Source: an optimization exercise on an open RTL-to-GDS flow (aim: a short achievable clock period and few clock cycles). Production flows keep margins and buffers that such runs may drop.
The RTL was checked by simulation tests, not by an equivalence proof against the original design.
The flow treats the clock pin as an ideal source, which a real chip does not have.
Power figures rest on the tool's default switching activity, not on a simulated workload.

## old
// mips_cpu
module mips_cpu(
    input         clk,
    input         rst,
    output [31:0] imem_addr,
    input  [31:0] imem_rdata,
    output [31:0] dmem_addr,
    output [31:0] dmem_wdata,
    output        dmem_we,
    input  [31:0] dmem_rdata
    );
    reg  [31:0] pcF;
    reg  [31:0] pcO;             
    reg  [31:0] raF;             
    reg         vD;
    reg  [31:0] insD;
    reg  [31:0] pc4D;
    reg  [31:0] aE, bE, sE;      
    reg  [9:0]  selE;            
    reg  [4:0]  shE;
    reg         weE, loadE, storeE, beqE, jrE;
    reg  [4:0]  rdE;
    reg  [31:0] pc4E, tgtE;
    reg         weM, loadM, storeM;
    reg  [4:0]  rdM;
    reg  [31:0] resM, sdM;       
    reg  [31:0] resMi;           
    reg         weW;
    reg  [4:0]  rdW;
    reg  [31:0] resW;
    wire [31:0] insF = imem_rdata;
    wire [31:0] pc4F = pcF + 32'd4;
    wire [4:0]  rsD = insD[25:21];
    wire [4:0]  rtD = insD[20:16];
    wire [31:0] immD;
    wire        regWeD, regDstD, useImmD, loadD, storeD, beqD, jrD, jalD, useRsD, useRtD;
    wire [9:0]  selD;
    Control ctrl(
        .ins(insD),
        .RegWE(regWeD), .RegDst(regDstD), .ALUsrcB(useImmD), .Sel(selD),
        .MemReg(loadD), .MemWE(storeD), .branch(beqD), .jr(jrD), .jal(jalD),
        .useRs(useRsD), .useRt(useRtD)
    );
    SignExtend se(.imm(insD[15:0]), .SignImm(immD));
  ...
For scale: about 7400 cells after synthesis, about 1600 flip-flops, ~160 I/O pins.
export LEC_CHECK = 0
export ABC_CLOCK_PERIOD_IN_PS = 1000
export CAP_MARGIN = 20
export CORE_MARGIN = 2
export CORE_UTILIZATION = 35
export PLACE_DENSITY = 0.55
export SLEW_MARGIN = 20
export SYNTH_HIERARCHICAL = 1
create_clock -name core_clock -period 12.0 [get_ports {clk}]
standard.sh (not shown) runs the stock make flow with config.mk's settings and CLKGATE_MAP_FILE= SYNTH_SCRIPT=/design/flow/synth_recipe.tcl, a recipe that flattens the netlist after the stock synthesis.
==> flow/flow/run.sh <==
#!/bin/bash
# The standard layout with these changes (clock period and constraints unchanged):
# - the resizer may change a cell's footprint, and ports get buf_6 buffers
#   instead of the weak clkdlybuf4s50_1;
# - slow 3- and 4-input OR/AND/NOR gates and the adder cells are kept from
#   the cell mapping (adders are left to abc as plain gates);
# - after clock tree synthesis, the tree's root buffer is split into four
#   buffers on the clock port (split_root.tcl), each driving a quarter of the
#   root's loads: every register's clock arrives earlier by the same amount.
#   Global routing's timing repair then works on the new tree.
set -euo pipefail
BASE_DU="sky130_fd_sc_hd__probe_p_8 sky130_fd_sc_hd__probec_p_8 sky130_fd_sc_hd__lpflow_bleeder_1 sky130_fd_sc_hd__lpflow_clkbufkapwr_1 sky130_fd_sc_hd__lpflow_clkbufkapwr_16 sky130_fd_sc_hd__lpflow_clkbufkapwr_2 sky130_fd_sc_hd__lpflow_clkbufkapwr_4 sky130_fd_sc_hd__lpflow_clkbufkapwr_8 sky130_fd_sc_hd__lpflow_clkinvkapwr_1 sky130_fd_sc_hd__lpflow_clkinvkapwr_16 sky130_fd_sc_hd__lpflow_clkinvkapwr_2 sky130_fd_sc_hd__lpflow_clkinvkapwr_4 sky130_fd_sc_hd__lpflow_clkinvkapwr_8 sky130_fd_sc_hd__lpflow_decapkapwr_12 sky130_fd_sc_hd__lpflow_decapkapwr_3 sky130_fd_sc_hd__lpflow_decapkapwr_4 sky130_fd_sc_hd__lpflow_decapkapwr_6 sky130_fd_sc_hd__lpflow_decapkapwr_8 sky130_fd_sc_hd__lpflow_inputiso0n_1 sky130_fd_sc_hd__lpflow_inputiso0p_1 sky130_fd_sc_hd__lpflow_inputiso1n_1 sky130_fd_sc_hd__lpflow_inputiso1p_1 sky130_fd_sc_hd__lpflow_inputisolatch_1 sky130_fd_sc_hd__lpflow_isobufsrc_1 sky130_fd_sc_hd__lpflow_isobufsrc_16 sky130_fd_sc_hd__lpflow_isobufsrc_2 sky130_fd_sc_hd__lpflow_isobufsrc_4 sky130_fd_sc_hd__lpflow_isobufsrc_8 sky130_fd_sc_hd__lpflow_isobufsrckapwr_16 sky130_fd_sc_hd__lpflow_lsbuf_lh_hl_isowell_tap_1 sky130_fd_sc_hd__lpflow_lsbuf_lh_hl_isowell_tap_2 sky130_fd_sc_hd__lpflow_lsbuf_lh_hl_isowell_tap_4 sky130_fd_sc_hd__lpflow_lsbuf_lh_isowell_4 sky130_fd_sc_hd__lpflow_lsbuf_lh_isowell_tap_1 sky130_fd_sc_hd__lpflow_lsbuf_lh_isowell_tap_2 sky130_fd_sc_hd__lpflow_lsbuf_lh_isowell_tap_4"
EXTRA_DU="sky130_fd_sc_hd__or4_* sky130_fd_sc_hd__or4b_* sky130_fd_sc_hd__or4bb_* sky130_fd_sc_hd__or3_* sky130_fd_sc_hd__or3b_* sky130_fd_sc_hd__and4_* sky130_fd_sc_hd__and4b_* sky130_fd_sc_hd__and4bb_* sky130_fd_sc_hd__nor4_* sky130_fd_sc_hd__nor4b_* sky130_fd_sc_hd__nor4bb_* sky130_fd_sc_hd__a2111o_* sky130_fd_sc_hd__a2111oi_* sky130_fd_sc_hd__o2111a_* sky130_fd_sc_hd__o2111ai_* sky130_fd_sc_hd__fa_* sky130_fd_sc_hd__ha_* sky130_fd_sc_hd__maj3_*"
R=orfs/results/sky130hd/mips_cpu/base
bash standard.sh SETUP_SLACK_MARGIN=8.55 MATCH_CELL_FOOTPRINT=0 \
    "BUFFER_PORTS_ARGS=-buffer_cell sky130_fd_sc_hd__buf_6" \
    "DONT_USE_CELLS=$BASE_DU $EXTRA_DU" cts > standard_cts.log 2>&1
IN_ODB=$R/4_cts.odb OUT_ODB=$R/4_cts_split.odb openroad -exit -no_init flow/split_root.tcl > split_root.log 2>&1
mv $R/4_cts_split.odb $R/4_cts.odb
bash standard.sh SETUP_SLACK_MARGIN=8.55 MATCH_CELL_FOOTPRINT=0 \
    "BUFFER_PORTS_ARGS=-buffer_cell sky130_fd_sc_hd__buf_6" \
    "DONT_USE_CELLS=$BASE_DU $EXTRA_DU" finish > standard.log 2>&1
Other scripts of this flow, unchanged in this note and not shown: flow/flow/split_root.tcl
Testbench counts of old, summed over its fixed seeds: cycles 97,327.
Input changes introduced in new (baseline for comparison: old):
--- a/flow/design.v
+++ b/flow/design.v
@@ -99,51 +99,66 @@
     wire jrF = ~ins[31] & ~ins[29] & ~ins[28] & ~ins[27] & ins[3];      
     wire bs  = ins[28] & ~ins[29] & (ins[25:21] == ins[20:16]) & (ins[15:2] == 14'd0);
     wire [7:0] bt = ins[1] ? (ins[0] ? p16 : p12) : (ins[0] ? p8 : p4);
     wire [7:0] fj = jF ? jt : (jrF ? ra : (bs ? bt : p4));
     assign next = redir ? redirTgt : fj;
 endmodule
 `timescale 1ns / 1ps
 module RegisterFile(
     input           clk,
     input           RegWre,      
-    input [31:1]    Sel1,        
-    input [31:1]    Sel2,        
+    input [31:1]    Sel1L,       
+    input [31:1]    Sel1H,       
+    input [31:1]    Sel2L,       
+    input [31:1]    Sel2H,
     input [4:0]     WriteReg,
     input [31:0]    WriteData,
     input           reset,       
     output[31:0]    ReadData1,
-    output[31:0]    ReadData2
+    output[31:0]    ReadData2,
+    output[31:1]    ValidNext
     );
     reg [31:0] register[31:1];
     reg [31:1] valid;
-    wire [31:1] s1 = Sel1 & valid;
-    wire [31:1] s2 = Sel2 & valid;
+    genvar g;
+    generate
+        for (g = 1; g < 32; g = g + 1) begin : vn
+            assign ValidNext[g] = valid[g] | (RegWre && WriteReg == g);
+        end
+    endgenerate
     reg [31:0] r1, r2;
     integer i;
     always @(*) begin
         r1 = 32'd0;
         r2 = 32'd0;
         for (i = 1; i < 32; i = i + 1) begin
-            r1 = r1 | (register[i] & {32{s1[i]}});
-            r2 = r2 | (register[i] & {32{s2[i]}});
+            r1 = r1 | (register[i] & {{16{Sel1H[i]}}, {16{Sel1L[i]}}});
+            r2 = r2 | (register[i] & {{16{Sel2H[i]}}, {16{Sel2L[i]}}});
         end
     end
     assign ReadData1 = r1;
     assign ReadData2 = r2;
     always @(posedge clk or posedge reset)
         if (reset) valid <= 31'd0;
         else if (RegWre && WriteReg != 5'b0) valid[WriteReg] <= 1'b1;
     always @(posedge clk)
         if (RegWre && WriteReg != 5'b0)
             register[WriteReg] <= WriteData;
 endmodule
+module SelReg(
+    input             clk,
+    input      [31:1] d,
+    output reg [31:1] q
+    );
+    always @(posedge clk)
+        q <= d;
+endmodule
 `timescale 1ns / 1ps
 module ALU(
     input  [9:0]  Sel,
     input  [31:0] A,
     input  [31:0] B,
     input  [4:0]  C,               
     input  [31:0] Link,            
     output [31:0] result
     );
     wire [31:0] sum, diff, other;
@@ -248,26 +263,32 @@
     Control ctrl(
         .ins(insD),
         .RegWE(regWeD), .RegDst(regDstD), .ALUsrcB(useImmD), .Sel(selD),
         .MemReg(loadD), .MemWE(storeD), .branch(beqD), .jr(jrD), .jal(jalD),
         .useRs(useRsD), .useRt(useRtD)
     );
     SignExtend se(.imm(insD[15:0]), .SignImm(immD));
     wire [4:0]  rdD = jalD ? 5'd31 : (regDstD ? insD[15:11] : rtD);
     wire        weD = regWeD & (rdD != 5'd0);
     reg  [31:1] ohA, ohB;        
+    wire [31:1] ohAL, ohAH, ohBL, ohBH;
+    wire [31:1] rfValidN;
+    SelReg selAL(.clk(clk), .d(ohA), .q(ohAL));
+    SelReg selAH(.clk(clk), .d(ohA), .q(ohAH));
+    SelReg selBL(.clk(clk), .d(ohB), .q(ohBL));
+    SelReg selBH(.clk(clk), .d(ohB), .q(ohBH));
     wire [31:0] rfA, rfB;
     RegisterFile rf(
         .clk(clk), .reset(rst),
-        .Sel1(ohA), .Sel2(ohB),
+        .Sel1L(ohAL), .Sel1H(ohAH), .Sel2L(ohBL), .Sel2H(ohBH),
         .RegWre(weW), .WriteReg(rdW), .WriteData(resW),
-        .ReadData1(rfA), .ReadData2(rfB)
+        .ReadData1(rfA), .ReadData2(rfB), .ValidNext(rfValidN)
     );
     reg  hitAE, hitBE, hitAM, hitBM, hitAW, hitBW, luA, luB;
     wire [31:0] resMW = loadM ? dmem_rdata : resMi;
     wire [31:0] aD = hitAM ? resMW : (hitAW ? resW : rfA);
     wire [31:0] bD = hitBM ? resMW : (hitBW ? resW : rfB);
     wire loadUse = (useRsD && luA) || (useRtD && luB);
     wire hazD    = vD && loadUse;    
     wire [31:0] tgtD  = pc4D + {immD[29:0], 2'b00};
     wire [31:0] opA = aE;
     wire [31:0] opB = bE;
@@ -311,33 +332,34 @@
             insD <= insF;
             tkD  <= bsF;
             pc4D <= pc4F;
         end
     end
     wire goE = vD & ~hazD & ~redirE;
     wire [4:0] rsF = hazD ? rsD : insF[25:21];
     wire [4:0] rtF = hazD ? rtD : insF[20:16];
     wire       weN = goE & weD;          
     integer    r;
+    always @(*)
+        for (r = 1; r < 32; r = r + 1) begin
+            ohA[r] = (rsF == r) & rfValidN[r];
+            ohB[r] = (rtF == r) & rfValidN[r];
+        end
     always @(posedge clk) begin
         hitAE <= weN & (rdD == rsF);
         hitBE <= weN & (rdD == rtF);
         luA   <= weN & loadD & (rdD == rsF);
         luB   <= weN & loadD & (rdD == rtF);
         hitAM <= weE & (rdE == rsF);
         hitBM <= weE & (rdE == rtF);
         hitAW <= weM & (rdM == rsF);
         hitBW <= weM & (rdM == rtF);
-        for (r = 1; r < 32; r = r + 1) begin
-            ohA[r] <= (rsF == r);
-            ohB[r] <= (rtF == r);
-        end
     end
     wire [31:0] aNext, bNext, sNext;
     LateMux fa(.sel(hitAE),        .late(aluR), .early(aD), .out(aNext));
     LateMux fb(.sel(hitBE & regB), .late(aluR), .early(useImmD ? immD : (jrD ? pcF : bD)), .out(bNext));   
     LateMux fs(.sel(hitBE),        .late(aluR), .early(bD), .out(sNext));
     wire regB = ~useImmD & ~jrD;     
     always @(posedge clk or posedge rst)
         if (rst) begin
             weE <= 1'b0; loadE <= 1'b0; storeE <= 1'b0; beqE <= 1'b0; jrE <= 1'b0;
         end else begin
- Higher number of inverters outside the clock class in the layout was reported by old, not new.
- new reports a lower combinational cell power than old does.
- Run comparison: old largest family of logic cells by synthesized area simple AND/OR/NAND/NOR gates; new largest family of logic cells by synthesized area compound AO/OA/AOI/OAI gates
- Against old, total power consumption of the routed design in new came out better.
- Higher combinational cell fraction of total power among new and old: old
- Changes observed in new relative to old: detailed route wirelength on metal2 saw a decrease, post-route fraction of the period consumed by the critical path now sits lower.
- Comparing new and old, the lower final standard cell count with taps included and fillers excluded was measured on new.
- resM[19] as the launch point of the worst path was reported by new, and rf.valid[12] by old.
- new gives less placement-stage cell area than old did.
- Looking at worst setup path endpoint, the aE[7] result is from old; the dmem_addr[19] one comes from new.
- Re flip-flop and latch count: new and old aren't equal, and the higher value belongs to new.
- new vs. old: largest net degree at the start of global routing went up by 9.
Testbench counts of new, summed over its fixed seeds: cycles 97,327.

==> separate check: timing with driven ports <==
In the flow no input, the clock included, has a driving cell. The finished layouts below were timed again as built, in two steps. Step 1 sets driving cells, clkbuf_16 on the clock port and buf_2 on the other inputs (assumed; they add their load-dependent delay and slew). Step 2 times the ports against the registers' clock, not the clock port: input delays grow and output delays shrink by t, the midpoint of the rising clock arrivals with the driver on. Three values: ideal, step 1, step 2; two values: the first two.
| run | t, ns | setup WS [ns] | worst hold slack (ns) | slew at the worst register clock pin (ns) |
|---|---|---|---|---|
| old | 0.763 | 8.227 / 8.227 / 7.893 | 0.326 / 0.326 / 0.326 | 0.07 / 0.07 |
| new | 0.734 | 8.396 / 8.266 / 7.795 | 0.326 / 0.326 / 0.326 | 0.07 / 0.07 |
After both steps every run listed still meets setup and hold. For new, which loses most, drivers alone change the setup slack by -0.130 ns; drivers and shift together by -0.601 ns.
